What follows belongs to an exercise in optimizing a design on an open flow for small area and a short achievable clock period; a production flow would make more cautious choices.
The RTL was checked by simulation tests, not by an equivalence proof against the original design.
Power and IR drop assume default switching activity.

Design fixedFloatConversion, start of the top module:
module fixedFloatConversion(
  input wire clk,
  input wire rst,
  input wire[31:0] targetnumber,
  input wire[4:0] fixpointpos,
  input wire opcode,
  output reg[31:0] result);
For scale: roughly 930 cells after synthesis, ~32 flip-flops, roughly 72 I/O pins.
Settings: LEC_CHECK=0, ABC_AREA=1, CAP_MARGIN=20, CORE_MARGIN=2, CORE_UTILIZATION=40, SETUP_SLACK_MARGIN=3.9, SLEW_MARGIN=20, TNS_END_PERCENT=0; clock period 9.0 ns.
standard.sh (not shown) runs the stock make flow with config.mk's settings and CLKGATE_MAP_FILE= SYNTH_SCRIPT=/design/flow/synth_recipe.tcl, a recipe that flattens the netlist after the stock synthesis.
==> flow/flow/run.sh <==
#!/bin/bash
# Standard layout with two changes:
#  - synthesis maps with the ABC script flow/map.abc (registers untouched:
#    abc runs without -dff, so the standard synthesis's flip-flops remain);
#  - the port buffers are the smallest buffer cell.
set -euo pipefail
W=$(pwd)
export BUFFER_PORTS_ARGS="-buffer_cell sky130_fd_sc_hd__buf_1"
{
  echo 'proc abc {args} {'
  echo '  set i [lsearch $args -script]'
  echo "  if {\$i >= 0} { lset args [expr {\$i+1}] $W/flow/map.abc }"
  echo '  yosys abc {*}$args'
  echo '}'
  cat "$W/synth_recipe.tcl"
} > "$W/my_synth.tcl"
sed -E "s#'?SYNTH_SCRIPT=[^ ']*'?#SYNTH_SCRIPT=$W/my_synth.tcl#" "$W/standard.sh" > "$W/my_standard.sh"
grep -q "SYNTH_SCRIPT=$W/my_synth.tcl" "$W/my_standard.sh"
bash "$W/my_standard.sh" > "$W/standard.log" 2>&1
==> flow/flow/map.abc <==
strash
dch -f
map -B 0.9
The baseline completed without violations.
Rerun with:
--- a/flow/flow/run.sh
+++ b/flow/flow/run.sh
@@ -1,6 +1,7 @@
 #!/bin/bash
-# Standard layout with two changes:
+# Standard layout with three changes:
 #  - synthesis maps with the ABC script flow/map.abc (registers untouched:
 #    abc runs without -dff, so the standard synthesis's flip-flops remain);
-#  - the port buffers are the smallest buffer cell.
+#  - the port buffers are the smallest buffer cell;
+#  - no adder cells (ADDER_MAP_FILE empty): abc maps the adders as logic.
 set -euo pipefail
@@ -8,2 +9,4 @@
 export BUFFER_PORTS_ARGS="-buffer_cell sky130_fd_sc_hd__buf_1"
+# no half/full adder cells: the adders are left to abc as plain logic
+export ADDER_MAP_FILE=""
 {
==> flow/flow/map.abc (replaced) <==
strash
dch -f
map -B 0.9 -A 0.9
Settings changed: SETUP_SLACK_MARGIN 3.9 to 3.6.
After rerunning: The new run finished with timing, DRC and antenna clean; sequential share of layout area is higher by 0.14 points; worst setup slack degrades by 0.20 ns; global-route usage is lower by 0.22 points; clock power is lower by about 17%.
Rerun with:
--- a/flow/flow/run.sh
+++ b/flow/flow/run.sh
@@ -1,7 +1,6 @@
 #!/bin/bash
-# Standard layout with three changes:
+# Standard layout with two changes:
 #  - synthesis maps with the ABC script flow/map.abc (registers untouched:
 #    abc runs without -dff, so the standard synthesis's flip-flops remain);
-#  - the port buffers are the smallest buffer cell;
-#  - no adder cells (ADDER_MAP_FILE empty): abc maps the adders as logic.
+#  - the port buffers are the smallest buffer cell.
 set -euo pipefail
@@ -9,4 +8,2 @@
 export BUFFER_PORTS_ARGS="-buffer_cell sky130_fd_sc_hd__buf_1"
-# no half/full adder cells: the adders are left to abc as plain logic
-export ADDER_MAP_FILE=""
 {
==> flow/flow/map.abc (replaced) <==
strash
dch -f
map -D 3000
topo
stime -c
buffer -c
Settings changed: SETUP_SLACK_MARGIN 3.6 to 3.
The new run went through all stages and came out clean.
Power is higher by a few percent.
Cell count is lower by roughly a tenth.
Critical path depth is higher by 4.
Hold slack gains 0.20 ns.
Sequential power is about the same.
Rerun with:
--- a/flow/flow/run.sh
+++ b/flow/flow/run.sh
@@ -1,6 +1,7 @@
 #!/bin/bash
-# Standard layout with two changes:
+# Standard layout with three changes:
 #  - synthesis maps with the ABC script flow/map.abc (registers untouched:
 #    abc runs without -dff, so the standard synthesis's flip-flops remain);
-#  - the port buffers are the smallest buffer cell.
+#  - the port buffers are the smallest buffer cell;
+#  - no adder cells (ADDER_MAP_FILE empty): abc maps the adders as logic.
 set -euo pipefail
@@ -8,2 +9,4 @@
 export BUFFER_PORTS_ARGS="-buffer_cell sky130_fd_sc_hd__buf_1"
+# no half/full adder cells: the adders are left to abc as plain logic
+export ADDER_MAP_FILE=""
 {
==> flow/flow/map.abc (replaced) <==
strash
dc2
dch -f
map -B 0.9
Settings changed: SETUP_SLACK_MARGIN 3 to 3.6.
Effect:
- The new run finished clean
- core utilization increases by 17 points
- cell area increases by 21%
- combinational power decreases by about 0.7%
- setup slack loses 0.016 ns
- die area decreases by 8.0%
- global-route usage increases by 9.2 points
- final cell count increases by 16%
- hold slack loses 0.14 ns
- via count increases by 18%


Starting RTL as in the previous note.
export LEC_CHECK = 0
export ABC_AREA = 1
export CAP_MARGIN = 20
export CORE_MARGIN = 2
export CORE_UTILIZATION = 40
export SETUP_SLACK_MARGIN = 3
export SLEW_MARGIN = 20
export TNS_END_PERCENT = 0
create_clock -name core_clock -period 9.0 [get_ports {clk}]
==> flow/flow/run.sh <==
#!/bin/bash
# Standard layout with two changes:
#  - synthesis maps with the ABC script flow/map.abc (registers untouched:
#    abc runs without -dff, so the standard synthesis's flip-flops remain);
#  - the port buffers are the smallest buffer cell.
set -euo pipefail
W=$(pwd)
export BUFFER_PORTS_ARGS="-buffer_cell sky130_fd_sc_hd__buf_1"
{
  echo 'proc abc {args} {'
  echo '  set i [lsearch $args -script]'
  echo "  if {\$i >= 0} { lset args [expr {\$i+1}] $W/flow/map.abc }"
  echo '  yosys abc {*}$args'
  echo '}'
  cat "$W/synth_recipe.tcl"
} > "$W/my_synth.tcl"
sed -E "s#'?SYNTH_SCRIPT=[^ ']*'?#SYNTH_SCRIPT=$W/my_synth.tcl#" "$W/standard.sh" > "$W/my_standard.sh"
grep -q "SYNTH_SCRIPT=$W/my_synth.tcl" "$W/my_standard.sh"
bash "$W/my_standard.sh" > "$W/standard.log" 2>&1
==> flow/flow/map.abc <==
strash
dch -f
map -B 0.9
topo
stime -c
buffer -c
upsize -c
dnsize -c
The starting point finished with timing, DRC and antenna clean.
==> next run, changes <==
--- a/flow/flow/run.sh
+++ b/flow/flow/run.sh
@@ -3,8 +3,11 @@
 #  - synthesis maps with the ABC script flow/map.abc (registers untouched:
 #    abc runs without -dff, so the standard synthesis's flip-flops remain);
-#  - the port buffers are the smallest buffer cell.
+#  - the port buffers are the smallest buffer cell;
+#  - no adder cells (ADDER_MAP_FILE empty): abc maps the adders as logic.
 set -euo pipefail
 W=$(pwd)
 export BUFFER_PORTS_ARGS="-buffer_cell sky130_fd_sc_hd__buf_1"
+# no half/full adder cells: the adders are left to abc as plain logic
+export ADDER_MAP_FILE=""
 {
   echo 'proc abc {args} {'
==> flow/flow/map.abc (replaced) <==
strash
dch -f
map -B 0.9
Settings changed: SETUP_SLACK_MARGIN 3 to 3.9.
=> Global-route usage rose by 3.3 points. Maximum frequency rose by 15%. Non-clock buffer count rose by 25. Total power fell by 3.1%. Final area rose by 2.2%. Sequential cell count does not change. Clock power fell by about 7%. Routed wire length rose by 3.3%. Final cell count fell by 6.3%. Utilization rose by 8.3 points.
==> next run, changes <==
--- a/flow/flow/run.sh
+++ b/flow/flow/run.sh
@@ -1,4 +1,4 @@
 #!/bin/bash
-# Standard layout with two changes:
+# Standard layout with three changes:
 #  - synthesis maps with the ABC script flow/map.abc (registers untouched:
 #    abc runs without -dff, so the standard synthesis's flip-flops remain);
==> flow/flow/map.abc (replaced) <==
strash
dch -f
map -B 0.9
topo
stime -c
buffer -c
Settings changed: SETUP_SLACK_MARGIN 3.9 to 3.6.
=> Clock-buffer cell count shrinks by 1. Worst setup slack gets worse by 0.21 ns. Utilization shrinks by 9.0 points. Combinational power shrinks by 8.3%. Maximum frequency shrinks by 4.1%. Critical path depth shrinks by 2. Die area grows by 14%. Cell count grows by 1.4%.
==> next run, changes <==
==> flow/flow/map.abc (replaced) <==
strash
dch -f
map -B 0.9
topo
stime -c
buffer -c
upsize -c
dnsize -c
What happened: Sequential cell count is unchanged; setup slack gets worse by 0.0051 ns; design area drops by 0.62%; die area came out lower by 1.4%; combinational power decreases by about 1%; total power falls by 2.7%; area after synthesis fell by 1.5%; global-route usage came out higher by 0.38 points; via count goes down by 1.4%; wire length shrinks by 3.9%.
==> next run, changes <==
--- a/flow/flow/run.sh
+++ b/flow/flow/run.sh
@@ -1,13 +1,10 @@
 #!/bin/bash
-# Standard layout with three changes:
+# Standard layout with two changes:
 #  - synthesis maps with the ABC script flow/map.abc (registers untouched:
 #    abc runs without -dff, so the standard synthesis's flip-flops remain);
-#  - the port buffers are the smallest buffer cell;
-#  - no adder cells (ADDER_MAP_FILE empty): abc maps the adders as logic.
+#  - the port buffers are the smallest buffer cell.
 set -euo pipefail
 W=$(pwd)
 export BUFFER_PORTS_ARGS="-buffer_cell sky130_fd_sc_hd__buf_1"
-# no half/full adder cells: the adders are left to abc as plain logic
-export ADDER_MAP_FILE=""
 {
   echo 'proc abc {args} {'
==> flow/flow/map.abc (replaced) <==
strash
dch -f
map -B 0.9
topo
dnsize -c
Settings changed: SETUP_SLACK_MARGIN 3.6 to 3.
Wire length hardly moves.
Non-clock buffer count rose by 2.
Final area rose by 0.72%.
Worst hold slack is worse by 0.015 ns.
Die area decreases by 5.8%.
Final cell count increases by 4.6%.
Combinational power is higher by 9.4%.
Worst setup slack degrades by 0.52 ns.

==> port drivers added, routing unchanged <==
Ports are ideal in the flow. The routed layouts listed here were re-timed in OpenROAD. Step 1 sets driving cells, clkbuf_16 on the clock port and buf_2 on the other inputs (assumed; they add their load-dependent delay and slew). Step 2 adds t to the input delays and takes it off the output delays; t is the mean of the earliest and latest rising clock arrival at the registers after step 1. Input paths then give back, and output paths get back, about the clock's delay inside the block. Slacks: no drivers / after step 1 / after step 2; pairs: no drivers / after step 1.
run | shift t [ns] | slack for setup (ns) | clock arrival spread, ns
the first run of note 1 | 0.321 | 4.046 / 4.058 / 3.737 | 0.007 / 0.007
the second run of note 1 | 0.320 | 3.849 / 3.853 / 3.533 | 0.007 / 0.007
the third run of note 1 | 0.299 | 3.202 / 3.214 / 2.915 | 0.004 / 0.004
the fourth run of note 1 | 0.322 | 3.186 / 3.078 / 2.757 | 0.004 / 0.005
the first run of note 2 | 0.306 | 3.425 / 3.443 / 3.136 | 0.007 / 0.007
the second run of note 2 | 0.328 | 4.140 / 4.153 / 3.825 | 0.011 / 0.011
the third run of note 2 | 0.302 | 3.935 / 3.910 / 3.608 | 0.003 / 0.003
the fourth run of note 2 | 0.310 | 3.929 / 3.929 / 3.619 | 0.009 / 0.008
the fifth run of note 2 | 0.312 | 3.409 / 3.421 / 3.109 | 0.002 / 0.002
After both steps setup and hold are still met in every run listed. For the fourth run of note 1, which loses most, drivers alone change the setup slack by -0.108 ns; drivers and shift together by -0.429 ns.
